This design comes from an exercise in tuning for small area and a short achievable clock period on the open sky130 flow, not from production work. Only simulation tests tie the RTL to the original design; equivalence was not proved.

`flow/config.mk`:
```
export PLATFORM = sky130hd
export DESIGN_NAME = top_5stage
export DESIGN_NICKNAME = top_5stage
export VERILOG_FILES = /design/flow/design.v
export SDC_FILE = /design/flow/constraint.sdc
export NUM_CORES = 4
export LEC_CHECK = 0
export CAP_MARGIN = 20
export CORE_MARGIN = 2
export CORE_UTILIZATION = 40
export SLEW_MARGIN = 20
```
`flow/constraint.sdc`:
```
create_clock -name core_clock -period 9.0 [get_ports {clk}]
set_input_delay 1.8000 -clock core_clock [delete_from_list [all_inputs] [get_ports {clk}]]
set_output_delay 1.8000 -clock core_clock [all_outputs]
set_load 0.01 [all_outputs]
```
`flow/design.v`:
```
module PC( 
          input logic clk,
          input logic reset,
          input logic[15:0] pc_new,
          input logic pc_write_zero,
          output logic[15:0] pc
          );
          always @(posedge clk) begin
                if(reset == 1'b1)
                     pc <= {32{1'b0}};
                else if(pc_write_zero == 1'b1)
                     pc <= pc;
                else
                    pc <= pc_new;      
         end
endmodule        
module pc_adder_1(
                  input logic[15:0] pc,
                  output logic[15:0] pc_plus4
                  );
                  assign pc_plus4 = pc + 16'b0000_0000_0000_0100;
endmodule
module pc_new_mux(
                  input logic[15:0] pc_plus4,
                  input logic[15:0] dest_pc,
                  input logic pc_src,
                  output logic[15:0] pc_new
                  );
                 assign pc_new = (pc_src)?dest_pc : pc_plus4;
endmodule
module instruction_memory(
                          input logic [15:0] pc,
                          input logic clk,
                          input logic[31:0] imem_rdata,
                          output logic[15:0] imem_addr,
                          output logic[31:0] instr
                          );
                          assign imem_addr = {pc[15:2], 2'b00};
                          always @(posedge clk) begin
                                 instr <= imem_rdata;
                          end
endmodule
module IF_top(
              input logic clk,
              input logic reset,
              input logic pc_src,
              input logic pc_write_zero, 
              input logic[15:0] dest_pc,
              output logic[31:0] instr,
              output logic[15:0] pc  ,
              output logic[15:0] pc_plus4,
              output logic[15:0] imem_addr,
              input logic[31:0] imem_rdata
              );
              wire[15:0] pc_new;
              instruction_memory IM(
                                    .clk(clk),
                                    .pc(pc),
                                    .imem_rdata(imem_rdata),
                                    .imem_addr(imem_addr),
                                    .instr(instr)
                                    );
              PC Pc(
                    .clk(clk),
                    .reset(reset),
                    .pc_new(pc_new),
                    .pc_write_zero(pc_write_zero),
                    .pc(pc)
                    );
             pc_adder_1 PC_adder_1(
                                   .pc(pc),
                                   .pc_plus4(pc_plus4)
                                   );
             pc_new_mux PC_new_mux(
                                   .pc_plus4(pc_plus4),
                                   .dest_pc(dest_pc),
                                   .pc_src(pc_src),
                                   .pc_new(pc_new)
                                   );
endmodule          
module instruction_fetch_pipeline(
                                  input logic clk,
                                  input logic reset,
                                  input logic pc_src,
                                  input logic IF_pipeline_write_zero,
                                  input logic pc_write_zero,
                                  input logic[15:0] dest_pc,
                                  output logic[31:0] instr_D,
                                  output logic[15:0] pc_D,
                                  output logic[15:0] pc_plus4D,
                                  output logic[15:0] imem_addr,
                                  input logic[31:0] imem_rdata
                                  );
                                  wire[15:0] pc_IF;
                                  wire[31:0] instr_IF;
                                  wire[15:0] pc_plus4_IF;
                                  logic[15:0] pc_IFp;
                                  logic[31:0] instr_IFp;
                                  logic[15:0] pc_plus4_IFp;
                                  IF_top IF_stage(
                                         .clk(clk),
                                         .reset(reset),
                                         .pc_src(pc_src),
                                         .pc_write_zero(pc_write_zero),
                                         .dest_pc(dest_pc),
                                         .instr(instr_IF),
                                         .pc(pc_IF),
                                         .pc_plus4(pc_plus4_IF),
                                         .imem_addr(imem_addr),
                                         .imem_rdata(imem_rdata)
                                         );
                                always @(posedge clk) begin
                                         if(reset == 1'b1 || IF_pipeline_write_zero == 1'b1) begin
                                                  pc_IFp <= 0;
                                                  instr_IFp <= 0; 
                                                  pc_plus4_IFp <= 0;
                                         end
                                         else begin
                                             pc_IFp <= pc_IF;
                                             instr_IFp <= instr_IF;
                                             pc_plus4_IFp <= pc_plus4_IF;
                                         end
                                 end
                                 assign instr_D =  instr_IFp ;
                                 assign pc_D = pc_IFp;
                                 assign pc_plus4D = pc_plus4_IFp;
endmodule
module instruction_decode(       
								 input logic[31:0] instr,
								 input logic[15:0] pc,
								 output logic[15:0] dest_pc,
								 output logic[4:0] rs1,
								 output logic[4:0] rs2,
								 output logic[4:0] rd,
								 input logic[15:0] jalr_ra,  
								 output logic[31:0] imm32_final,
								 output logic[2:0] funct3,
								 output logic[6:0] funct7,	
								 output logic[6:0] opcode
								 ); 
								 wire r_inst_check, i_inst_check, s_inst_check, b_inst_check, u_inst_check, j_inst_check, i_jalr_check;
								 wire rs1_valid,rs2_valid, imm_valid,funct3_valid,rd_valid,funct7_valid;
								 wire[11:0] i_imm;
								 wire[6:0] s_msb_imm;
								 wire[4:0] s_lsb_imm;
								 wire[19:0] u_imm;
								 wire[4:0]shamt;	
								 wire[12:0] b_imm;
								 wire[20:0] j_imm;
								 wire[31:0] i_imm_32;
								 wire[31:0] u_imm_32;
								 wire[31:0] s_imm_32;
								 wire[31:0] shamt_32;
								 wire[31:0] b_imm_32;
								 wire[31:0] j_imm_32;		
								 assign opcode = instr[6:0];
								 assign r_inst_check = opcode == 7'b0110011;
								 assign i_inst_check = (opcode & 7'b1101111) == 7'b0000011;  
								 assign s_inst_check = opcode == 7'b0100011;
								 assign b_inst_check = opcode == 7'b1100011;
								 assign u_inst_check = (opcode & 7'b1011111) == 7'b0010111;  
								 assign j_inst_check = opcode == 7'b1101111;
								 assign i_jalr_check = opcode ==7'b1100111;			
								 assign rs2_valid = r_inst_check || s_inst_check || b_inst_check;
								 assign imm_valid = ~r_inst_check;
								 assign funct3_valid = r_inst_check || i_inst_check || s_inst_check || b_inst_check;
								 assign rs1_valid =  r_inst_check || i_inst_check || s_inst_check || b_inst_check;
								 assign funct7_valid = r_inst_check;	
								 assign rd_valid = ~(s_inst_check||b_inst_check);
								 assign funct7 = (funct7_valid)?instr[31:25]:7'b0000000;
								 assign funct3 = (funct3_valid)?instr[14:12]:3'b000;							
								 assign rs1 =(rs1_valid)?instr[19:15]:5'b00000;
								 assign rs2 =(rs2_valid)?instr[24:20]:5'b00000;
								 assign rd = (rd_valid)?instr[11:7]:5'b00000;
								 assign i_imm = instr[31:20];
								 assign i_imm_32 = {{20{i_imm[11]}},i_imm};
								 assign shamt = instr[24:20];
								 assign shamt_32 = {{27{1'b0}},shamt};
								 assign s_msb_imm = instr[31:25];
								 assign s_lsb_imm = instr[11:7]; 
								 assign s_imm_32 = {{20{s_msb_imm[6]}},{s_msb_imm,s_lsb_imm}};
								 assign u_imm = instr[31:12];
								 assign u_imm_32 = {u_imm,{12{1'b0}}};
								 assign b_imm = {instr[31],instr[19:12],instr[20],instr[30:21],1'b0};
								 assign b_imm_32 = {{19{b_imm[12]}},b_imm};
								 assign j_imm = {instr[31],instr[19:12],instr[20],instr[30:21],1'b0};
								 assign j_imm_32 = {{11{j_imm[20]}},j_imm};
								 assign imm32_final = (i_inst_check && (funct3 == 3'b001||funct3==3'b101))?shamt_32:
								                             (i_inst_check)?i_imm_32:														 
															 (s_inst_check)?s_imm_32:
															 (u_inst_check)?u_imm_32:
															 (b_inst_check)?b_imm_32:
															 (j_inst_check)?j_imm_32:
															 (i_jalr_check)?i_imm_32:
															 0;
							assign dest_pc = (b_inst_check)?(pc + b_imm_32[15:0]):
							                 (j_inst_check)?(pc+j_imm_32[15:0]):
							                 (i_jalr_check)?jalr_ra:
							                 0;
endmodule
module control_unit(      
                          input logic[6:0] opcode,
						  input logic[6:0] funct7,
						  input logic[2:0] funct3, 
						  input stall,
					   	  output logic reg_we,
						  output logic mem_we,
						  output logic mem_re,
						  output logic branch,
						  output logic mem_to_reg,
						  output logic alu_src,
						  output logic[6:0] ALU_control,
						  output logic[2:0] mem_read_type,
						  output logic[1:0] mem_store_type
						  );
						  always @(*) begin
                              reg_we = 1'b0;
							  mem_we = 1'b0;
							  mem_re = 1'b0;
							  branch = 1'b0;
						      mem_to_reg = 1'b0;
							  alu_src = 1'b0;  
							  mem_read_type = 3'b000;
							  mem_store_type = 2'b00;
							  ALU_control     = 7'b0000000; 
						      if(stall) begin 
						      end
						      else begin
						  		casez(opcode)
								7'b0110011: begin 
					                reg_we = 1;
						 			mem_we = 0;
									mem_re = 0;
									branch = 0;
									mem_to_reg = 0;
									alu_src = 0;
									mem_store_type = 2'b00;
									mem_read_type = 3'b000;
									if(funct3 == 3'b000) begin
										if(funct7 == 7'b0000000) begin
											ALU_control = 7'b0000000;  
											end
										else begin
											ALU_control = 7'b0001000;  
											end
									end
									else if(funct3 == 3'b010) begin
										ALU_control = 7'b0000010;  
									end
									else if(funct3 == 3'b100) begin
										ALU_control = 7'b0000100;  
									end
									else if(funct3 == 3'b111) begin
										ALU_control = 7'b0000111;  
									end
									else if(funct3 == 3'b001) begin
										ALU_control = 7'b0000001; 
									end
									else if(funct3 == 3'b011) begin
										ALU_control = 7'b0000010; 
									end
									else if(funct3 == 3'b110) begin
										ALU_control = 7'b0000110; 
									end
									else if(funct3 == 3'b101) begin
										if(funct7 == 7'b0000000) begin
											ALU_control = 7'b000101;  
										end
										else begin
										ALU_control = 7'b001101; 
										end
									end
								end
								7'b0010011:begin 
									reg_we = 1;
									mem_we = 0;
									mem_re = 0;
									branch = 0;
									mem_to_reg = 0;
									alu_src = 1;
									mem_store_type = 2'b00;
									mem_read_type = 3'b000;
								if(funct3==3'b000) begin
									ALU_control = 7'b0000000; 
								end
								else if(funct3==3'b110) begin
									ALU_control = 7'b0000110; 
								end
								else if (funct3 == 3'b111) begin 
									ALU_control = 7'b0000111;  
								end
								else if (funct3 == 3'b100) begin 
									ALU_control = 7'b0000100;  
								end
								else if (funct3 == 3'b011) begin
									ALU_control = 7'b0000011;  
								end
								 else if (funct3 == 3'b010) begin
									ALU_control = 7'b0000011;  
								end
								else if (funct3 == 3'b001) begin
									ALU_control = 7'b0000001;  
								end
								else if (funct3 == 3'b101) begin 
									if (funct7 == 7'b0000000) begin 
										ALU_control = 7'b0000101;  
									end 
									else begin 
										ALU_control = 7'b0001101;  
									end
								end
								end
								7'b0000011: begin  
									reg_we = 1;
									mem_we = 0;
									mem_re = 1;
									branch = 0;
									mem_to_reg = 1;
									alu_src = 1; 
									ALU_control = 7'b0000000;
									mem_store_type = 2'b00;
									if(funct3 == 3'b000) begin
										mem_read_type = 3'b001; 
									end
									else if(funct3 == 3'b001) begin
										mem_read_type = 3'b010; 
									end
									else if(funct3 == 3'b010) begin
										mem_read_type = 3'b011; 
									end
									else if(funct3 == 3'b100) begin
										mem_read_type = 3'b100;  
									end
									else if(funct3 == 3'b101) begin
										mem_read_type = 3'b101;  
									end
									end
								  7'b0100011: begin  
									reg_we = 0;
									mem_we = 1;
									mem_re = 0;
									branch = 0;
									mem_to_reg = 1'b0;
									alu_src = 1; 
									ALU_control = 7'b0000000;
									mem_read_type = 3'b000;
									if(funct3 == 3'b000) begin
										mem_store_type = 2'b01;  
									end
									if(funct3 == 3'b001) begin
										mem_store_type = 2'b10;  
									end
									if(funct3 == 3'b010) begin
										mem_store_type = 2'b11;  
								   end		 																								
			                      end	
			                      7'b1100011:begin  
			                        reg_we = 0;
									mem_we = 0;
									mem_re = 0;
									branch = 1;
									mem_to_reg = 1'b0;
									alu_src = 1;
									mem_read_type = 3'b000;
									mem_store_type = 2'b00;
									if(funct3 == 3'b000) begin
									   ALU_control = 7'b0010000; 
									end
									else if(funct3 == 3'b001) begin
									   ALU_control = 7'b0010001; 
									end
									else if(funct3 == 3'b100) begin
									   ALU_control = 7'b0000010; 
									end
									else if(funct3 == 3'b101) begin
									   ALU_control = 7'b0010101; 
									end
									else if(funct3 == 3'b110) begin
									   ALU_control = 7'b0010110; 
									end
									else if(funct3 == 3'b111) begin
									   ALU_control = 7'b0010111;  
									end
								end
								7'b1101111: begin  
								    reg_we = 1;
									mem_we = 0;
									mem_re = 0;
									branch = 1;
									mem_to_reg = 0;
									alu_src = 1;   
									mem_read_type = 3'b000;
									mem_store_type = 2'b00;
									ALU_control = 7'b0011111;
								end
								7'b1100111: begin  
								    reg_we = 1;
									mem_we = 0;
									mem_re = 0;
									branch = 1;
									mem_to_reg = 0;
									alu_src = 1;
									mem_read_type = 3'b000;
									mem_store_type = 2'b00;
									 ALU_control = 7'b0111111;
								end
								7'b0?10111 :begin 
								  reg_we = 1;
								  mem_we = 0;
								  mem_re = 0;
								  branch = 0;
								  mem_to_reg = 0;
								  alu_src = 1;  
								  mem_read_type = 3'b000;
								  mem_store_type = 2'b00;
								  ALU_control = 7'b000000;
								end
								default: begin 
								reg_we = 1;
								  mem_we = 0;
								  mem_re = 0;
								  branch = 0;
								  mem_to_reg = 0;
								  alu_src = 1;  
								  mem_read_type = 3'b000;
								  mem_store_type = 2'b00;
								  ALU_control = 7'b000000;
								  end 
						  endcase
						  end
						  end
endmodule
module hazard_detection_unit(
                             input logic reset,
                             input logic mem_re_E,
                             input logic[4:0] rs1_D,
                             input logic[4:0] rs2_D,
                             input logic[4:0] rd_E,
                             output logic IF_pipeline_write_zero,
                             output logic stall ,
                             output logic pc_write_zero
                             );
                             assign stall = (reset == 1'b1)?1'b0:
                                            ((mem_re_E == 1) && ((rs1_D == rd_E) || (rs2_D == rd_E)))?1'b1:
                                            0;
                             assign IF_pipeline_write_zero = (reset == 1'b1)?1'b0:
                                                         ((mem_re_E == 1) && ((rs1_D == rd_E) || (rs2_D == rd_E)))?1'b1:
                                                         0;
                              assign pc_write_zero = (reset == 1'b1)?1'b0:
                                                     ((mem_re_E == 1) && ((rs1_D == rd_E) || (rs2_D == rd_E)))?1'b1:
                                                     0;
 endmodule
module ID_top(
              input logic[31:0] instr,
			  input logic[15:0] pc,
			  input logic[15:0] jalr_ra,
			  input logic reset,
              input logic mem_re_E,
              input logic[4:0] rs1_D,
              input logic[4:0] rs2_D,
              input logic[4:0] rd_E,
			  output logic[15:0] dest_pc,
			  output logic[4:0] rs1,
			  output logic[4:0] rs2,
			  output logic[4:0] rd,
			  output logic[31:0] imm32_final,
			  output logic reg_we,
			  output logic mem_we,
			  output logic mem_re,
			  output logic branch,
			  output logic mem_to_reg,
			  output logic alu_src,
			  output logic[6:0] ALU_control,
			  output logic[2:0] mem_read_type,
			  output logic[1:0] mem_store_type,
			  output logic IF_pipeline_write_zero,      
              output logic pc_write_zero
			  );
			  wire[2:0] funct3;
			  wire[6:0] funct7;
			  wire[6:0] opcode;
			  wire stall;
			  instruction_decode instrdec(
			                              .instr(instr),
                                          .pc(pc),
                                          .jalr_ra(jalr_ra),
                                          .dest_pc(dest_pc),
                                          .rs1(rs1),
                                          .rs2(rs2),
                                          .rd(rd),
                                          .imm32_final(imm32_final),
                                          .opcode(opcode),
                                          .funct7(funct7),
                                          .funct3(funct3)
			                              );
			   control_unit con(
                        .opcode(opcode),
                        .funct7(funct7),
                        .funct3(funct3),
                        .reg_we(reg_we),
                        .mem_we(mem_we),
                        .mem_re(mem_re),
                        .branch(branch),
                        .mem_to_reg(mem_to_reg),
                        .alu_src(alu_src),
                        .ALU_control(ALU_control),
                        .mem_read_type(mem_read_type),
                        .mem_store_type(mem_store_type),
                        .stall(stall)
                        );         
               hazard_detection_unit Hazard_Unit_detector(
                                                         .reset(reset),
                                                         .mem_re_E(mem_re_E),
                                                         .rs1_D(rs1_D),
                                                         .rs2_D(rs2_D),
                                                         .rd_E(rd_E),
                                                         .IF_pipeline_write_zero(IF_pipeline_write_zero),
                                                         .stall(stall),
                                                         .pc_write_zero(pc_write_zero) 
                                                         );               
endmodule		  
module reg_file(
                input clk,
                input reset,
                input reg_we,
                input logic[4:0] rd,
                input logic[4:0] rs1,
                input logic[4:0] rs2,
                input logic[31:0] wd,
                output logic[31:0] read_reg1,
                output logic[31:0] read_reg2
                );
                logic [31:0] registers[31:0];
                always @(posedge clk) begin
                    if(reset) begin
                        registers[0] <= 0;
                    end
                    else begin
                        if(reg_we && (rd!=5'b00000)) begin
                            registers[rd] <= wd;
                        end
                     end
                 end
                 assign read_reg1 = registers[rs1];
                 assign read_reg2 = registers[rs2];
endmodule
module decode_pipeline(
                        input logic clk,
                        input logic reset,
                        input logic reg_we_W, 
                        input logic[4:0] rd_W, 
                        input logic[31:0] instr_D,
                        input logic[15:0] pc_D, 
                        input logic[15:0] pc_plus4D, 
                        input logic[31:0] final_result, 
                        input logic[15:0] jalr_ra,
                        output logic reg_we_E,
                        output logic mem_we_E,
                        output logic mem_re_E,
                        output logic branch_E,
                        output logic mem_to_reg_E,
                        output logic alu_src_E,
                        output logic[6:0] ALU_control_E,
                        output logic[2:0] mem_read_type_E,
                        output logic[1:0] mem_store_type_E,
                        output logic[4:0] rs1_E,
                        output logic[4:0] rs2_E,
                        output logic[4:0] rd_E,
                        output logic[31:0] imm32_final_E,
                        output logic[15:0] pc_E,
                        output logic[15:0] pc_plus4E,
                        output logic[31:0] read_reg1_E,
                        output logic[31:0] read_reg2_E,
                        output logic[15:0] dest_pc_E,
                        output logic IF_pipeline_write_zero,
                        output logic pc_write_zero                       
                        );
                        wire[4:0] rs1, rs2;
                        wire reg_we_D, mem_we_D, mem_re_D, branch_D, mem_to_reg_D, alu_src_D;
                        wire [6:0] ALU_control_D;
                        wire[2:0] mem_read_type_D;
                        wire[1:0] mem_store_type_D;
                        wire[4:0] rs1_D, rs2_D, rd_D;
                        wire[31:0] imm32_final_D;
                        wire[31:0] read_reg1_D, read_reg2_D;
                        wire[15:0] dest_pc_D;
                        logic reg_we_Dp, mem_we_Dp, mem_re_Dp, branch_Dp, mem_to_reg_Dp, alu_src_Dp;
                        logic [6:0] ALU_control_Dp;
                        logic[2:0] mem_read_type_Dp;
                        logic[1:0] mem_store_type_Dp;
                        logic[4:0] rs1_Dp, rs2_Dp, rd_Dp;
                        logic[31:0] imm32_final_Dp;
                        logic[15:0] pc_Dp;
                        logic[15:0] pc_plus4Dp;
                        logic[31:0] read_reg1_Dp, read_reg2_Dp;
                        logic[15:0] dest_pc_Dp;
                        ID_top id(
                                  .instr(instr_D),
                                  .pc(pc_D),
                                  .jalr_ra(jalr_ra),
                                  .rs1_D(rs1_D),
                                  .rs2_D(rs2_D),
                                  .rd_E(rd_E),
                                  .rs1(rs1_D),
                                  .rs2(rs2_D),
                                  .rd(rd_D),
                                  .imm32_final(imm32_final_D),
                                  .reg_we(reg_we_D),
                                  .mem_we(mem_we_D),
                                  .mem_re(mem_re_D),
                                  .mem_re_E(mem_re_E),
                                  .branch(branch_D),
                                  .mem_to_reg(mem_to_reg_D),
                                  .alu_src(alu_src_D),
                                  .ALU_control(ALU_control_D),
                                  .mem_read_type(mem_read_type_D),
                                  .mem_store_type(mem_store_type_D),
                                  .dest_pc(dest_pc_D),
                                  .pc_write_zero(pc_write_zero),
                                  .IF_pipeline_write_zero(IF_pipeline_write_zero),
                                  .reset(reset)
                                  );
                        reg_file register_file(
                                               .clk(clk),
                                               .reset(reset),
                                               .reg_we(reg_we_W),
                                               .rd(rd_W),
                                               .rs1(rs1_D),
                                               .rs2(rs2_D),
                                               .wd(final_result),
                                               .read_reg1(read_reg1_D),
                                               .read_reg2(read_reg2_D)
                                               );
                         always @(posedge clk or posedge reset) begin
                                if(reset == 1'b1) begin
                                        reg_we_Dp <= 0;
                                        mem_we_Dp <= 0;
                                        mem_re_Dp <= 0;
                                        branch_Dp <=  0;
                                        mem_to_reg_Dp <= 0;
                                        alu_src_Dp <= 0;
                                        ALU_control_Dp <= 0;     
                                        mem_read_type_Dp <= 0;
                                        mem_store_type_Dp <= 0;
                                        rs1_Dp <= 0;
                                        rs2_Dp <= 0;
                                        rd_Dp <= 0;
                                        imm32_final_Dp <= 0;
                                        pc_Dp <= 0;
                                        pc_plus4Dp <= 0;
                                        read_reg1_Dp <= 0;
                                        read_reg2_Dp <= 0;
                                        dest_pc_Dp <=0;
                                  end
                                  else begin
                                        reg_we_Dp <= reg_we_D;
                                        mem_we_Dp <= mem_we_D;
                                        mem_re_Dp <= mem_re_D;
                                        branch_Dp <= branch_D;
                                        mem_to_reg_Dp <=  mem_to_reg_D;
                                        alu_src_Dp <=  alu_src_D;
                                        ALU_control_Dp <= ALU_control_D;     
                                        mem_read_type_Dp <= mem_read_type_D;
                                        mem_store_type_Dp <= mem_store_type_D;
                                        rs1_Dp <= rs1_D;
                                        rs2_Dp <= rs2_D;
                                        rd_Dp <= rd_D;
                                        imm32_final_Dp <= imm32_final_D;
                                        pc_Dp <=  pc_D;
                                        pc_plus4Dp <= pc_plus4D;
                                        read_reg1_Dp <= read_reg1_D;
                                        read_reg2_Dp <= read_reg2_D;
                                        dest_pc_Dp <= dest_pc_D;
                                  end
                         end
                         assign reg_we_E = reg_we_Dp;
                         assign mem_we_E = mem_we_Dp;
                         assign mem_re_E = mem_re_Dp;
                         assign branch_E = branch_Dp;
                         assign mem_to_reg_E = mem_to_reg_Dp;
                         assign alu_src_E = alu_src_Dp;
                         assign ALU_control_E =  ALU_control_Dp;
                         assign mem_read_type_E = mem_read_type_Dp;
                         assign mem_store_type_E =  mem_store_type_Dp;
                         assign rs1_E = rs1_Dp;
                         assign rs2_E = rs2_Dp;
                         assign rd_E = rd_Dp;
                         assign imm32_final_E = imm32_final_Dp;
                         assign pc_E =  pc_Dp;
                         assign pc_plus4E =  pc_plus4Dp;
                         assign read_reg1_E = read_reg1_Dp;
                         assign read_reg2_E = read_reg2_Dp;
                         assign dest_pc_E = dest_pc_Dp;
endmodule                        
module forward_unit(
                    input logic reset,
                    input logic reg_we_M,
                    input logic reg_we_W,
                    input logic[4:0] rd_M,   
                    input logic[4:0] rd_W,
                    input logic[4:0] rs1_E,
                    input logic[4:0] rs2_E,
                    output logic[1:0] forward_A,
                    output logic[1:0] forward_B
                    );
                    assign forward_A = (reset == 1'b0)?2'b00:
                                       ((reg_we_M == 1'b1) && (rd_M != 5'b00000) && (rd_M == rs1_E))?2'b10:
                                       ((reg_we_W == 1'b1) && (rd_W != 5'b00000) && (rd_W == rs1_E) && ~(reg_we_M == 1'b1) && (rd_M != 5'b00000) && (rd_M == rs1_E))?2'b01:
                                       0;
                    assign forward_B = (reset == 1'b0)?2'b00:
                                       ((reg_we_M == 1'b1) && (rd_M != 5'b00000) && (rd_M == rs2_E))?2'b10:
                                       ((reg_we_W == 1'b1) && (rd_W != 5'b00000) && (rd_W == rs2_E) && ~(reg_we_M == 1'b1) && (rd_M != 5'b00000) && (rd_M == rs2_E))?2'b01:
                                       0;
endmodule
module mux1(
            input logic[31:0] read_reg1,
            input logic[31:0] EX_MEM_rd,
            input logic[31:0] MEM_WB_rd,
            input logic[1:0] forward_A,
            output logic[31:0] opr1
            );
            assign opr1 = (forward_A == 2'b00)?read_reg1:
                          (forward_A == 2'b10)?EX_MEM_rd:
                          (forward_A == 2'b01)?MEM_WB_rd:
                          0;
endmodule
module mux2(
            input logic[31:0] read_reg2,
            input logic[31:0] EX_MEM_rd,
            input logic[31:0] MEM_WB_rd,
            input logic[1:0] forward_B,
            output logic[31:0] mux2_result
            );
            assign mux2_result = (forward_B == 2'b00)?read_reg2:
                                 (forward_B == 2'b10)?EX_MEM_rd:
                                 (forward_B == 2'b01)?MEM_WB_rd:
                                 0;
endmodule
module mux3(
            input logic[31:0] imm32_final,
            input logic[31:0] mux2_result,   
            input logic alu_src,
            output logic[31:0] opr2
            );
            assign opr2 = (alu_src == 1'b0)?mux2_result:
                          (alu_src == 1'b1)?imm32_final:
                          0;
endmodule
module ALU(
           input logic[31:0] opr1,
           input logic[31:0] opr2,
           input logic[6:0] ALU_control,
           output logic branch_flag,
           output[31:0] ALU_out
           );
           wire signed[31:0] s_op_1, s_op_2;
           wire SLT, SGTE;
           assign s_op_1 = $signed(opr1);
           assign s_op_2 = $signed(opr2);
           assign SLT = s_op_1 < s_op_2;
           assign SGTE = s_op_1 >= s_op_2;
           assign ALU_out = (ALU_control == 7'b0000000)?(opr1 + opr2):
                            (ALU_control == 7'b0001000)?(opr1 - opr2):
                            (ALU_control == 7'b0000010)?(SLT):
                            (ALU_control == 7'b0010110 || ALU_control == 7'b0000011)?(opr1 < opr2):
                            (ALU_control == 7'b0010101)?(SGTE):
                            (ALU_control == 7'b0010111)?(opr1 >= opr2):
                            (ALU_control == 7'b0000110)?(opr1 | opr2):
                            (ALU_control == 7'b0000100)?(opr1 ^ opr2):
                            (ALU_control == 7'b0000111)?(opr1 & opr2):
                            (ALU_control == 7'b0000001)?(opr1 << opr2):
                            (ALU_control == 7'b0000101)?(opr1 >> opr2):
                            (ALU_control == 7'b0001101)?(opr1 >>> opr2):
                            (ALU_control == 7'b0011111 || ALU_control == 7'b0111111)?(opr1):
                            1'b0;
             assign branch_flag = (ALU_control == 7'b0010000)?(opr1 == opr2):
                           (ALU_control == 7'b0010001)?(opr1 != opr2):
                           (ALU_control == 7'b0000010)?(SLT):
                           (ALU_control == 7'b0010101)?(SGTE):
                           (ALU_control == 7'b0010110)?(opr1 < opr2):
                           (ALU_control == 7'b0010111)?(opr1 >= opr2):
                           1'b0;
endmodule              
module ALU_top(
               input reset,
               input logic[31:0] read_reg1,
               input logic[31:0] read_reg2,
               input logic[31:0] EX_MEM_rd,
               input logic[31:0] MEM_WB_rd,
               input logic alu_src,
               input logic[6:0] ALU_control,
               input logic reg_we_M,
               input logic reg_we_W,
               input logic[4:0] rd_M,
               input logic[4:0] rd_W,
               input logic[4:0] rs1_E,
               input logic[4:0] rs2_E,
               input logic[31:0] imm32_final,
               output logic[31:0] ALU_out,
               output logic branch_flag
               );
               wire[31:0] opr1, opr2, mux2_result;
               wire[1:0] forward_A, forward_B;
               ALU ab(
                      .opr1(opr1),
                      .opr2(opr2),
                      .ALU_control(ALU_control),
                      .branch_flag(branch_flag),
                      .ALU_out(ALU_out)
                      );
                mux1 m1(
                        .read_reg1(read_reg1),
                        .EX_MEM_rd(EX_MEM_rd),
                        .MEM_WB_rd(MEM_WB_rd),
                        .forward_A(forward_A),
                        .opr1(opr1)
                        );
                mux2 m2(
                        .read_reg2(read_reg2),
                        .EX_MEM_rd(EX_MEM_rd),
                        .MEM_WB_rd(MEM_WB_rd),
                        .forward_B(forward_B),
                        .mux2_result(mux2_result)
                        );
                mux3 m3(
                        .imm32_final(imm32_final),
                        .mux2_result(mux2_result),
                        .alu_src(alu_src),
                        .opr2(opr2)
                        );
                forward_unit forwardUnit(
                                        .reg_we_M(reg_we_M),
                                        .reg_we_W(reg_we_W),
                                        .rd_M(rd_M),
                                        .rd_W(rd_W),
                                        .rs1_E(rs1_E),
                                        .rs2_E(rs2_E),
                                        .forward_A(forward_A),
                                        .forward_B(forward_B),
                                        .reset(reset)
                                        );
endmodule
module execution_pipeline(
                        input clk,
                        input reset,
                        input logic reg_we_E,
                        input logic reg_we_W,
                        input logic mem_we_E,
                        input logic mem_re_E,
                        input logic branch_E,
                        input logic mem_to_reg_E,
                        input logic alu_src_E,
                        input logic[4:0] rd_W,
                        input logic[6:0] ALU_control_E,
                        input logic[2:0] mem_read_type_E,
                        input logic[1:0] mem_store_type_E,
                        input logic[4:0] rs1_E,
                        input logic[4:0] rs2_E,
                        input logic[4:0] rd_E,
                        input logic[31:0] imm32_final_E,
                        input logic[15:0] pc_E,
                        input logic[15:0] pc_plus4E,
                        input logic[31:0] read_reg1_E,
                        input logic[31:0] read_reg2_E,
                        input logic[15:0] dest_pc_E,
                        input logic[31:0] ALU_out_W,
                        output logic branch_flag_M,
                        output logic branch_M,
                        output logic reg_we_M,
                        output logic mem_we_M,
                        output logic mem_re_M,
                        output logic mem_to_reg_M,
                        output logic[4:0] rd_M,
                        output logic[15:0] pc_plus4M,
                        output logic[31:0] ALU_out_M,
                        output logic[15:0] dest_pc_M,
                        output logic[2:0] mem_read_type_M,
                        output logic[1:0] mem_store_type_M,
                        output logic[31:0] reg2_din_M
                        );
                        wire[31:0] ALU_out_E;
                        wire branch_flag_E;
                        logic[31:0] ALU_out_Ep;
                        logic branch_flag_Ep;
                        logic branch_Ep;
                        logic reg_we_Ep;
                        logic mem_we_Ep;
                        logic mem_re_Ep;
                        logic mem_to_reg_Ep;
                        logic[4:0] rd_Ep;
                        logic[15:0] pc_plus4Ep;
                        logic[15:0] dest_pc_Ep;
                        logic[2:0] mem_read_type_Ep;
                        logic[1:0] mem_store_type_Ep;
                        logic[31:0] reg2_din_Ep;
                        ALU_top alu_top(
                                        .reset(reset),
                                        .read_reg1(read_reg1_E),
                                        .read_reg2(read_reg2_E),
                                        .EX_MEM_rd(ALU_out_M),
                                        .MEM_WB_rd(ALU_out_W),
                                        .alu_src(alu_src_E),
                                        .ALU_control(ALU_control_E),
                                        .reg_we_M(reg_we_M),
                                        .reg_we_W(reg_we_W),
                                        .rd_M(rd_M),
                                        .rd_W(rd_W),
                                        .rs1_E(rs1_E),
                                        .rs2_E(rs2_E),
                                        .imm32_final(imm32_final_E),
                                        .ALU_out(ALU_out_E),
                                        .branch_flag(branch_flag_E)
                                        );
                                        always @(posedge clk or posedge reset) begin
                                                if(reset == 1'b1) begin
                                                         branch_flag_Ep <= 0;
                                                         branch_Ep <= 0;
                                                         reg_we_Ep <= 0;
                                                         mem_we_Ep <= 0;
                                                         mem_re_Ep <= 0;
                                                         mem_to_reg_Ep <= 0;
                                                         rd_Ep <= 0;
                                                         pc_plus4Ep <= 0;
                                                         ALU_out_Ep <= 0;
                                                         dest_pc_Ep <= 0;
                                                         mem_read_type_Ep <= 0;
                                                         mem_store_type_Ep <= 0;
                                                         reg2_din_Ep <= 0;
                                                 end   
                                                 else begin
                                                         ALU_out_Ep <= ALU_out_E;
                                                         branch_flag_Ep <= branch_flag_E;
                                                         branch_Ep <= branch_E;
                                                         reg_we_Ep <= reg_we_E;
                                                         mem_we_Ep <=  mem_we_E;
                                                         mem_re_Ep <= mem_re_E;
                                                         mem_to_reg_Ep <= mem_to_reg_E;
                                                         rd_Ep <= rd_E;
                                                         pc_plus4Ep <= pc_plus4E;
                                                         ALU_out_Ep <= ALU_out_E;
                                                         dest_pc_Ep <= dest_pc_E; 
                                                         mem_read_type_Ep <=  mem_read_type_E;
                                                         mem_store_type_Ep <= mem_store_type_E;
                                                         reg2_din_Ep <=  read_reg2_E;     
                                                end
                                        end
                                       assign branch_flag_M = branch_flag_Ep;
                                       assign  branch_M = branch_Ep;
                                       assign  reg_we_M = reg_we_Ep;
                                       assign  mem_we_M = mem_we_Ep;
                                       assign  mem_re_M = mem_re_Ep;
                                       assign  mem_to_reg_M = mem_to_reg_Ep;
                                       assign  rd_M = rd_Ep;
                                       assign  pc_plus4M = pc_plus4Ep;
                                       assign  ALU_out_M = ALU_out_Ep;
                                       assign  dest_pc_M = dest_pc_Ep;
                                       assign mem_read_type_M = mem_read_type_Ep;
                                       assign mem_store_type_M = mem_store_type_Ep;
                                       assign reg2_din_M =  reg2_din_Ep;
endmodule
module and_gate(
                input logic branch,
                input logic branch_flag,
                output logic pc_src
                );
                assign pc_src = branch & branch_flag;
endmodule
module data_memory(
                   input logic clk,
                   input logic mem_re,
                   input logic mem_we,
                   input logic[1:0] mem_store_type,
                   input logic[2:0] mem_read_type,
                   input logic[31:0] d_in,
                   input logic[15:0] addr,
                   output logic dmem_re,
                   output logic[15:0] dmem_addr,
                   output logic[31:0] dmem_wdata,
                   output logic[3:0] dmem_wstrb,
                   input logic[31:0] dmem_rdata,
                   output logic[31:0] d_out
                   );
                   assign dmem_addr = addr;
                   assign dmem_wdata = d_in;
                   assign dmem_re = mem_re & ~mem_we;
                   assign dmem_wstrb = (!mem_we) ? 4'b0000 :
                                       (mem_store_type == 2'b01) ? 4'b0001 :  
                                       (mem_store_type == 2'b10) ? 4'b0011 :  
                                       (mem_store_type == 2'b11) ? 4'b1111 :  
                                       4'b0000;
                   always @ (posedge clk) begin
                             if(!mem_we && mem_re) begin
                                if(mem_read_type == 3'b001) begin 
                                    d_out <= {{24{dmem_rdata[7]}}, dmem_rdata[7:0]};
                                end
                                else if(mem_read_type == 3'b010) begin  
                                    d_out <= {{16{dmem_rdata[15]}}, dmem_rdata[15:0]};
                                end
                                else if(mem_read_type == 3'b011) begin  
                                    d_out <= dmem_rdata;
                                end  
                                else if(mem_read_type == 3'b100) begin  
                                    d_out <= {24'b0, dmem_rdata[7:0]};
                                end
                                else if(mem_read_type == 3'b101) begin  
                                    d_out <= {16'b0, dmem_rdata[15:0]};
                                end
                                else begin
                                    d_out <= 32'b0;
                                end
                             end   
                       end         
endmodule
module IM_top(
               input logic clk,
               input logic mem_re,
               input logic mem_we,
               input logic[1:0] mem_store_type,
               input logic[2:0] mem_read_type,
               input logic[31:0] d_in,
               input logic[15:0] addr,
               input logic branch,
               input logic branch_flag,
               output logic pc_src,
               output logic[31:0] d_out,
               output logic dmem_re,
               output logic[15:0] dmem_addr,
               output logic[31:0] dmem_wdata,
               output logic[3:0] dmem_wstrb,
               input logic[31:0] dmem_rdata
               );
               data_memory DM(
                              .clk(clk),
                              .mem_re(mem_re),
                              .mem_we(mem_we),
                              .mem_store_type(mem_store_type),
                              .mem_read_type(mem_read_type),
                              .d_in(d_in),
                              .addr(addr),
                              .dmem_re(dmem_re),
                              .dmem_addr(dmem_addr),
                              .dmem_wdata(dmem_wdata),
                              .dmem_wstrb(dmem_wstrb),
                              .dmem_rdata(dmem_rdata),
                              .d_out(d_out)
                              );
              and_gate andGate(
                               .branch(branch),
                               .branch_flag(branch_flag),
                               .pc_src(pc_src)
                               );
endmodule
module memory_access_pipeline(
                              input logic branch_flag_M,
                              input logic reset,
                              input logic clk,
                              input logic branch_M,
                              input logic reg_we_M,
                              input logic mem_we_M,
                              input logic mem_re_M,
                              input logic mem_to_reg_M,
                              input logic[4:0] rd_M,
                              input logic[15:0] pc_plus4M,
                              input logic[31:0] ALU_out_M,
                              input logic[15:0] dest_pc_M,
                              input logic[2:0] mem_read_type_M,
                              input logic[1:0] mem_store_type_M,
                              input logic[31:0] reg2_din_M,
                              output logic mem_to_reg_W,
                              output logic reg_we_W,
                              output logic[4:0] rd_W,
                              output logic[31:0] ALU_out_W,
                              output logic[31:0] d_out_W,
                              output logic pc_src,
                              output logic dmem_re,
                              output logic[15:0] dmem_addr,
                              output logic[31:0] dmem_wdata,
                              output logic[3:0] dmem_wstrb,
                              input logic[31:0] dmem_rdata
                              );
                            wire[31:0] d_out_M;
                            logic mem_to_reg_Mp;
                            logic reg_we_Mp;
                            logic[4:0] rd_Mp;
                            logic[31:0] ALU_out_Mp;
                            logic[31:0] d_out_Mp;
                            IM_top imt(
                                       .clk(clk),
                                       .mem_re(mem_re_M),
                                       .mem_we(mem_we_M),
                                       .mem_store_type(mem_store_type_M),
                                       .mem_read_type(mem_read_type_M),
                                       .d_in(reg2_din_M),
                                       .addr(ALU_out_M[15:0]),
                                       .dmem_re(dmem_re),
                                       .dmem_addr(dmem_addr),
                                       .dmem_wdata(dmem_wdata),
                                       .dmem_wstrb(dmem_wstrb),
                                       .dmem_rdata(dmem_rdata),
                                       .branch(branch_M),
                                       .branch_flag(branch_flag_M),
                                       .pc_src(pc_src),
                                       .d_out(d_out_M)
                                       );
                            always @(posedge clk or posedge reset) begin
                                    if(reset == 1'b1) begin
                                           mem_to_reg_Mp <= 0;
                                           reg_we_Mp <= 0;
                                           rd_Mp <= 0;
                                           ALU_out_Mp <= 0;
                                           d_out_Mp <= 0;
                                    end
                                    else begin
                                           mem_to_reg_Mp <= mem_to_reg_M;
                                           reg_we_Mp <= reg_we_M;
                                           rd_Mp <= rd_M;
                                           ALU_out_Mp <= ALU_out_M;
                                           d_out_Mp <= d_out_M;
                                    end            
                            end
                            assign mem_to_reg_W = mem_to_reg_Mp;
                            assign reg_we_W = reg_we_Mp;
                            assign rd_W = rd_Mp;
                            assign ALU_out_W = ALU_out_Mp;
                            assign d_out_W = d_out_Mp;
endmodule
module mux_result(
                  input logic mem_to_reg,
                  input logic[31:0] d_out,
                  input logic[31:0] ALU_out,
                  output logic[31:0] final_result
                  );
                  assign final_result = (mem_to_reg)?d_out : ALU_out;
endmodule
module WB_top(
              input logic mem_to_reg_W,
              input logic reg_we_W,
              input logic[4:0] rd_W,
              input logic[31:0] ALU_out_W,
              input logic[31:0] d_out_W,
              output logic[31:0] final_result
              );
              mux_result mux_final(
                                   .mem_to_reg(mem_to_reg_W),
                                   .ALU_out(ALU_out_W),
                                   .d_out(d_out_W),
                                   .final_result(final_result)
                                   );
endmodule                                   
module top_5stage(
           input logic clk,
           input logic reset,
           output logic[15:0] imem_addr,
           input logic[31:0] imem_rdata,
           output logic dmem_re,
           output logic[15:0] dmem_addr,
           output logic[31:0] dmem_wdata,
           output logic[3:0] dmem_wstrb,
           input logic[31:0] dmem_rdata,
           output logic rf_we,
           output logic[4:0] rf_waddr,
           output logic[31:0] rf_wdata
           );
           wire[31:0] instr_D;
           wire reg_we_E, reg_we_M, reg_we_W;
           wire[4:0] rd_E, rd_M, rd_W;
           wire alu_src_E;
           wire mem_to_reg_E, mem_to_reg_M, mem_to_reg_W;
           wire[6:0] ALU_control_E;
           wire[2:0] mem_read_type_E, mem_read_type_M;
           wire[1:0] mem_store_type_E, mem_store_type_M;
           wire mem_re_E, mem_re_M;
           wire mem_we_E, mem_we_M;
           wire[4:0] rs1_E, rs2_E;
           wire[31:0] imm32_final_E;
           wire[15:0] pc_E,pc_D;
           wire[15:0] pc_plus4E, pc_plus4M;
           wire branch_flag_M;
           wire branch_E, branch_M;
           wire[31:0] read_reg1_E;
           wire[31:0] read_reg2_E;
           wire[15:0] dest_pc_E;
           wire[31:0] ALU_out_M;
           wire[15:0] dest_pc_M;
           wire[31:0] reg2_din_M;
           wire[31:0] ALU_out_W;
           wire[31:0] d_out_W;
           wire[31:0] final_result;
           wire pc_src;
wire IF_pipeline_write_zero;
wire pc_write_zero;
           wire [15:0] pc_plus4D; 
           instruction_fetch_pipeline IF_stage(
                                               .clk(clk),
                                               .reset(reset),
                                               .pc_src(pc_src),
                                               .IF_pipeline_write_zero(IF_pipeline_write_zero),
                                               .pc_write_zero(pc_write_zero),
                                               .dest_pc(dest_pc_M),
                                               .instr_D(instr_D),
                                               .pc_D(pc_D),
                                               .pc_plus4D(pc_plus4D),
                                               .imem_addr(imem_addr),
                                               .imem_rdata(imem_rdata)
                                               );
           decode_pipeline ID_stage(
                                    .clk(clk),
                                    .reset(reset),
                                    .reg_we_W(reg_we_W),
                                    .rd_W(rd_W),
                                    .instr_D(instr_D),
                                    .pc_D(pc_D),
                                    .pc_plus4D(pc_plus4D),
                                    .jalr_ra(16'b0),
                                    .final_result(final_result),
                                    .reg_we_E(reg_we_E),
                                    .mem_we_E(mem_we_E),
                                    .mem_re_E(mem_re_E),
                                    .branch_E(branch_E),
                                    .mem_to_reg_E(mem_to_reg_E),
                                    .alu_src_E(alu_src_E),
                                    .ALU_control_E(ALU_control_E),
                                    .mem_read_type_E(mem_read_type_E),
                                    .mem_store_type_E(mem_store_type_E),
                                    .rs1_E(rs1_E),
                                    .rs2_E(rs2_E),
                                    .rd_E(rd_E),
                                    .imm32_final_E(imm32_final_E),
                                    .pc_E(pc_E),
                                    .pc_plus4E(pc_plus4E),
                                    .read_reg1_E(read_reg1_E),
                                    .read_reg2_E(read_reg2_E),
                                    .dest_pc_E(dest_pc_E),
                                    .IF_pipeline_write_zero(IF_pipeline_write_zero),
                                    .pc_write_zero(pc_write_zero)
                                    );
           execution_pipeline IE_stage(
                                       .clk(clk),
                                       .reset(reset),
                                       .reg_we_E(reg_we_E),
                                       .mem_we_E(mem_we_E),
                                       .mem_re_E(mem_re_E),
                                       .branch_E(branch_E),
                                       .mem_to_reg_E(mem_to_reg_E),
                                       .alu_src_E(alu_src_E),
                                       .ALU_control_E(ALU_control_E),
                                       .mem_read_type_E(mem_read_type_E),
                                       .mem_store_type_E(mem_store_type_E),
                                       .rs1_E(rs1_E),
                                       .rs2_E(rs2_E),
                                       .rd_E(rd_E),
                                       .imm32_final_E(imm32_final_E),
                                       .pc_E(pc_E),
                                       .pc_plus4E(pc_plus4E),
                                       .read_reg1_E(read_reg1_E),
                                       .read_reg2_E(read_reg2_E),
                                       .dest_pc_E(dest_pc_E),
                                       .branch_flag_M(branch_flag_M),
                                       .branch_M(branch_M),
                                       .reg_we_M(reg_we_M),
                                       .reg_we_W(reg_we_W),
                                       .mem_we_M(mem_we_M),
                                       .mem_re_M(mem_re_M),
                                       .mem_to_reg_M(mem_to_reg_M),
                                       .rd_M(rd_M),
                                       .rd_W(rd_W),
                                       .pc_plus4M(pc_plus4M),
                                       .ALU_out_M(ALU_out_M),
                                       .ALU_out_W(ALU_out_W),
                                       .dest_pc_M(dest_pc_M),
                                       .mem_read_type_M(mem_read_type_M),
                                       .mem_store_type_M(mem_store_type_M),
                                       .reg2_din_M(reg2_din_M)
                                       );
           memory_access_pipeline MA_stage(
                                           .reset(reset),
                                           .clk(clk),
                                           .branch_M(branch_M),
                                           .branch_flag_M(branch_flag_M),
                                           .reg_we_M(reg_we_M),
                                           .mem_we_M(mem_we_M),
                                           .mem_re_M(mem_re_M),
                                           .mem_to_reg_M(mem_to_reg_M),
                                           .rd_M(rd_M),
                                           .pc_plus4M(pc_plus4M),
                                           .ALU_out_M(ALU_out_M),
                                           .dest_pc_M(dest_pc_M),
                                           .mem_read_type_M(mem_read_type_M),
                                           .mem_store_type_M(mem_store_type_M),
                                           .reg2_din_M(reg2_din_M),
                                           .mem_to_reg_W(mem_to_reg_W),
                                           .reg_we_W(reg_we_W),
                                           .rd_W(rd_W),
                                           .ALU_out_W(ALU_out_W),
                                           .d_out_W(d_out_W),
                                           .pc_src(pc_src),
                                           .dmem_re(dmem_re),
                                           .dmem_addr(dmem_addr),
                                           .dmem_wdata(dmem_wdata),
                                           .dmem_wstrb(dmem_wstrb),
                                           .dmem_rdata(dmem_rdata)
                                           );
           WB_top WB_stage(
                           .reg_we_W(reg_we_W),
                           .mem_to_reg_W(mem_to_reg_W),
                           .rd_W(rd_W),
                           .ALU_out_W(ALU_out_W),
                           .d_out_W(d_out_W),
                           .final_result(final_result)
                           );
           assign rf_we = reg_we_W && (rd_W != 5'b00000);
           assign rf_waddr = rd_W;
           assign rf_wdata = final_result;
endmodule                                                           
```
`flow/run.sh`:
```
#!/bin/bash
# synth_recipe.tcl (not shown) runs the flow's synth.tcl, then flattens the netlist and writes it again
# the make line also repeats each setting of config.mk as NAME=value (left out here)
make -C /OpenROAD-flow-scripts/flow DESIGN_CONFIG=/design/flow/config.mk WORK_HOME=/design/flow/orfs CLKGATE_MAP_FILE= SYNTH_SCRIPT=/design/flow/synth_recipe.tcl finish
```
==> out/metrics.yaml <==
status: "finished clean"
ys_top_cells_by_area: "edfxtp_1 (43%), dfrtp_1 (10%), nand2_1 (6.5%)"
total_leakage_power_uw: 0.03056
async_flop_share_pct: 21.07
port_buffers: 170
slew_headroom_pct: 15.61
yosys_most_used_dff: "edfxtp_1"
cts.reportedPaths.clkPinSlew_ns: 0.07
report.final.hold_viol_count: 0
start_util_pct: 40.16
worstPathCellList: "buf_4, o21ai_1, or3_1, buf_4, a22oi_1, o21a_1, o21a_1, buf_4, clkinv_1, ha_1, or3_1, o211ai_1, o211ai_1, a211oi_1, buf_4, o31ai_1, a221oi_1, nor2_1, a2111oi_0, or3_1, a22oi_1, or3_1"
ys_seq_elements: 1457
clk_path_buf_depth: 3
layout-drive-gt1-share_pct: 8.074
rows: 158
fin_skew_ns: 0.04529
path_max_fanout: 50
p_total_uw: 16230
area_growth_pct: 12.50
die-area_um2: 189100
post-cts-setup-buffers: 0
cp.arrival_ns: 7.80
worstHoldStart: "MA_stage.imt.DM.d_out[1]$_DFFE_PP_"
die_y_um: 434.8
cts_inserted_buffers: 159
drc: 0
cts-hold-fix-buffers: 0
hp-class: "flip-flop to flip-flop"
synth_cells: 6985
yosysSeqAreaShare_pct: 55.60
cpPeakStageDelay_ns: 0.50
yosys_warnings: 9
power_density_nw_per_um2: 194.3
hold-path-endpoint: "MA_stage.d_out_Mp[1]$_DFF_PP0_"
wire_per_inst_um: 31.82
dieWidth_um: 434.8
final_common_cell: "nand2_1"
layout_common_cells: "nand2_1 (1268), edfxtp_1 (1056), mux2i_1 (398)"
critPathKind: "primary input to flip-flop"
grt_usage_pct: 30.81
worstMarginPinSlew_ns: 1.234
hold_depth: 0
r2r_cells: 21
max-vdd-ir-drop_mv: 0.2358
grt_max_degree: 149
clock_latency_ns: 0.84
finalSetupTns_ns: 0
vias: 61350
postRouteAntennaNets: 0
drtIter0Drc: 8097
cp-start-kind: "primary input"
synth_edf_count: 1056
clkSinkCount: 1457
root_buffer: "clkbuf_16"
syn_avg_cell_area_um2: 10.63
grt_pass1_wl_um: 426300
dp_hpwl_um: 189600
maxSlewViolCount: 0
grt_antenna_before_repair: 29
period_share_pct: 78.54
cp.required_ns: 9.73
min_period_ns: 7.068
cp-startpoint: "reset"
fin_nets: 7035
maxCapViolCount: 0
core_area_um2: 184800
cts_resized: 0
reg2reg_from: "MA_stage.rd_Mp[3]$_DFF_PP0_"
rrSetupSlack_ns: 1.96
rsz0062_at_grt: "no"
first_pass_iters: 6
grt_overflow: 0
r2r-end: "IE_stage.ALU_out_Ep[31]$_DFF_PP0_"
pin_count: 173
synth_largest_area_cell: "edfxtp_1"
syn_area_um2: 74240
slowest_stage: "buf_4"
cts_tree: "yes"
critPathCaptureType: "flip-flop"
synth_top_area_share_pct: 42.72
grt_pass1_vias: 57980
drt_wl_total_um: 301400
avgViaCountPerCell: 6.477
finalSetupViolCount: 0
synth_cell_types: 100
cts-htree-levels: 4
gp_congestion: 0.9793
fmax_mhz: 141.5
-- worst max-delay path: cells and delay by family --
kind            cells  cell delay (ns)
buf+inv             5             1.33
compound gates     11             2.96
simple gates        5             1.40
fa+ha+maj           1             0.30
-- registers in the layout, indices dropped and copies added (netlist names), 32 cells and up --
signal	cells
MA_stage.d_out_Mp	32
ID_stage.register_file.registers	1024
IF_stage.instr_IFp	32
IE_stage.ALU_out_Ep	32
MA_stage.ALU_out_Mp	32
ID_stage.read_reg1_Dp	32
IF_stage.IF_stage.IM.instr	32
MA_stage.imt.DM.d_out	32
ID_stage.read_reg2_Dp	32
ID_stage.imm32_final_Dp	32
IE_stage.reg2_din_Ep	32
-- layer usage --
layer / share of wire (%) / routed length [µm] / GRT usage (%)
met1: 38 / 113100 / 38.80
met2: 45 / 136600 / 48.00
met3: 9.4 / 28220 / 5.988
met4: 7.7 / 23350 / 20.97
met5: 0.053 / 160 / 0
-- how the worst max path moves through the flow --
stage                                           end  slack (ns)  cells after the start
2_1_floorplan  ID_stage.ALU_control_Dp[0]$_DFF_PP0_        1.56                      2
3_3_place_gp       IE_stage.ALU_out_Ep[0]$_DFF_PP0_        1.24                     19
3_5_place_dp      IE_stage.ALU_out_Ep[31]$_DFF_PP0_        1.26                     22
4_1_cts            IE_stage.ALU_out_Ep[0]$_DFF_PP0_        2.13                     19
5_1_grt            IE_stage.ALU_out_Ep[0]$_DFF_PP0_        1.67                     19
6_report          IE_stage.ALU_out_Ep[31]$_DFF_PP0_        1.93                     22
-- synthesized netlist by cell type, types with 25 or more instances --
cell type  number
and3_1        200
nand2b_1       40
and2_1         69
o21ai_0       196
buf_1          48
a21oi_1       365
a22oi_1        41
a22o_1         25
xnor2_1        38
a31oi_1        87
dfrtp_1       307
buf_2          25
buf_4          38
inv_1         113
nor3_1         45
o221ai_1      306
a311oi_1      200
mux2i_1       398
clkbuf_1      509
nor2_1        273
nand3_1       297
nand2_1      1276
o22ai_1       125
a21o_1         47
dfxtp_1        94
o22a_1         32
a211oi_1      124
o31ai_1        79
ha_1          113
edfxtp_1     1056
nor2b_1        28
mux2_2         49
-- through the flow --
stage	utilization [%]	hold slack, ns	setup WS, ns	instance area [µm²]	instances
finish	45.18	0.3443	1.932	83510	9473
global route	45.17	0.3407	1.667	83500	9466
CTS	45.14	0.3408	2.133	83440	9463
floorplan	-	0.3306	1.556	74240	6986
global placement	42.29	0.3316	1.243	78160	9169
detailed placement	42.31	0.3347	1.264	78200	9170
-- final cells by class --
cell class / count / area, µm²
antenna: 8 / 20.02
clock buffer: 206 / 4354
clock inverter: 87 / 884.6
fill: 16900 / 101300
inverter: 126 / 521.8
multi-input combinational: 4780 / 30320
sequential: 1457 / 41290
tap: 2480 / 3103
timing repair buffer: 329 / 3024
-- kinds of logic (layout without fill, tap and decap cells) --
kind of cell / count (synthesis) / in the layout / synth area share [%]
AOI/OAI and AO/OA: 1850 / 1850 / 17.78
adders and majority gates: 116 / 116 / 1.985
and+or+nand+nor: 2311 / 2311 / 13.79
xor gates and xnor gates: 51 / 51 / 0.6017
other: 1 / 10 / 0.005051
DFF: 1457 / 1457 / 55.60
muxes: 450 / 450 / 6.186
buffers and inverters: 749 / 748 / 4.052
-- report_power, final --
part | switching [µW] | total, µW | internal (µW)
Sequential | 285 | 7740 | 7460
Combinational | 1240 | 1840 | 598
Clock | 2840 | 6650 | 3820
Total | 4360 | 16200 | 11900

## static timing again, ports no longer ideal
The results above use ideal ports. As a check the final layout listed here was re-extracted and re-timed, cells and wires unchanged.
Step 1: set_driving_cell puts a clkbuf_16 on clk and a buf_2 on each other input, an assumption about the parent block.
Step 2, shift: input delay + t, output delay - t, t = (earliest + latest rising clock arrival at the registers) / 2. This alone moves slack from input paths to output paths.
a / b / c = no drivers / after step 1 / after step 2; a / b = the first two.
t (ns): 0.901
setup WS [ns]: 1.932 / 1.958 / 1.089
worst register clock-pin slew, ns: 0.07 / 0.07
After both steps setup and hold are still met in this run. For this run, drivers alone change the setup slack by +0.026 ns; drivers and shift together by -0.843 ns.
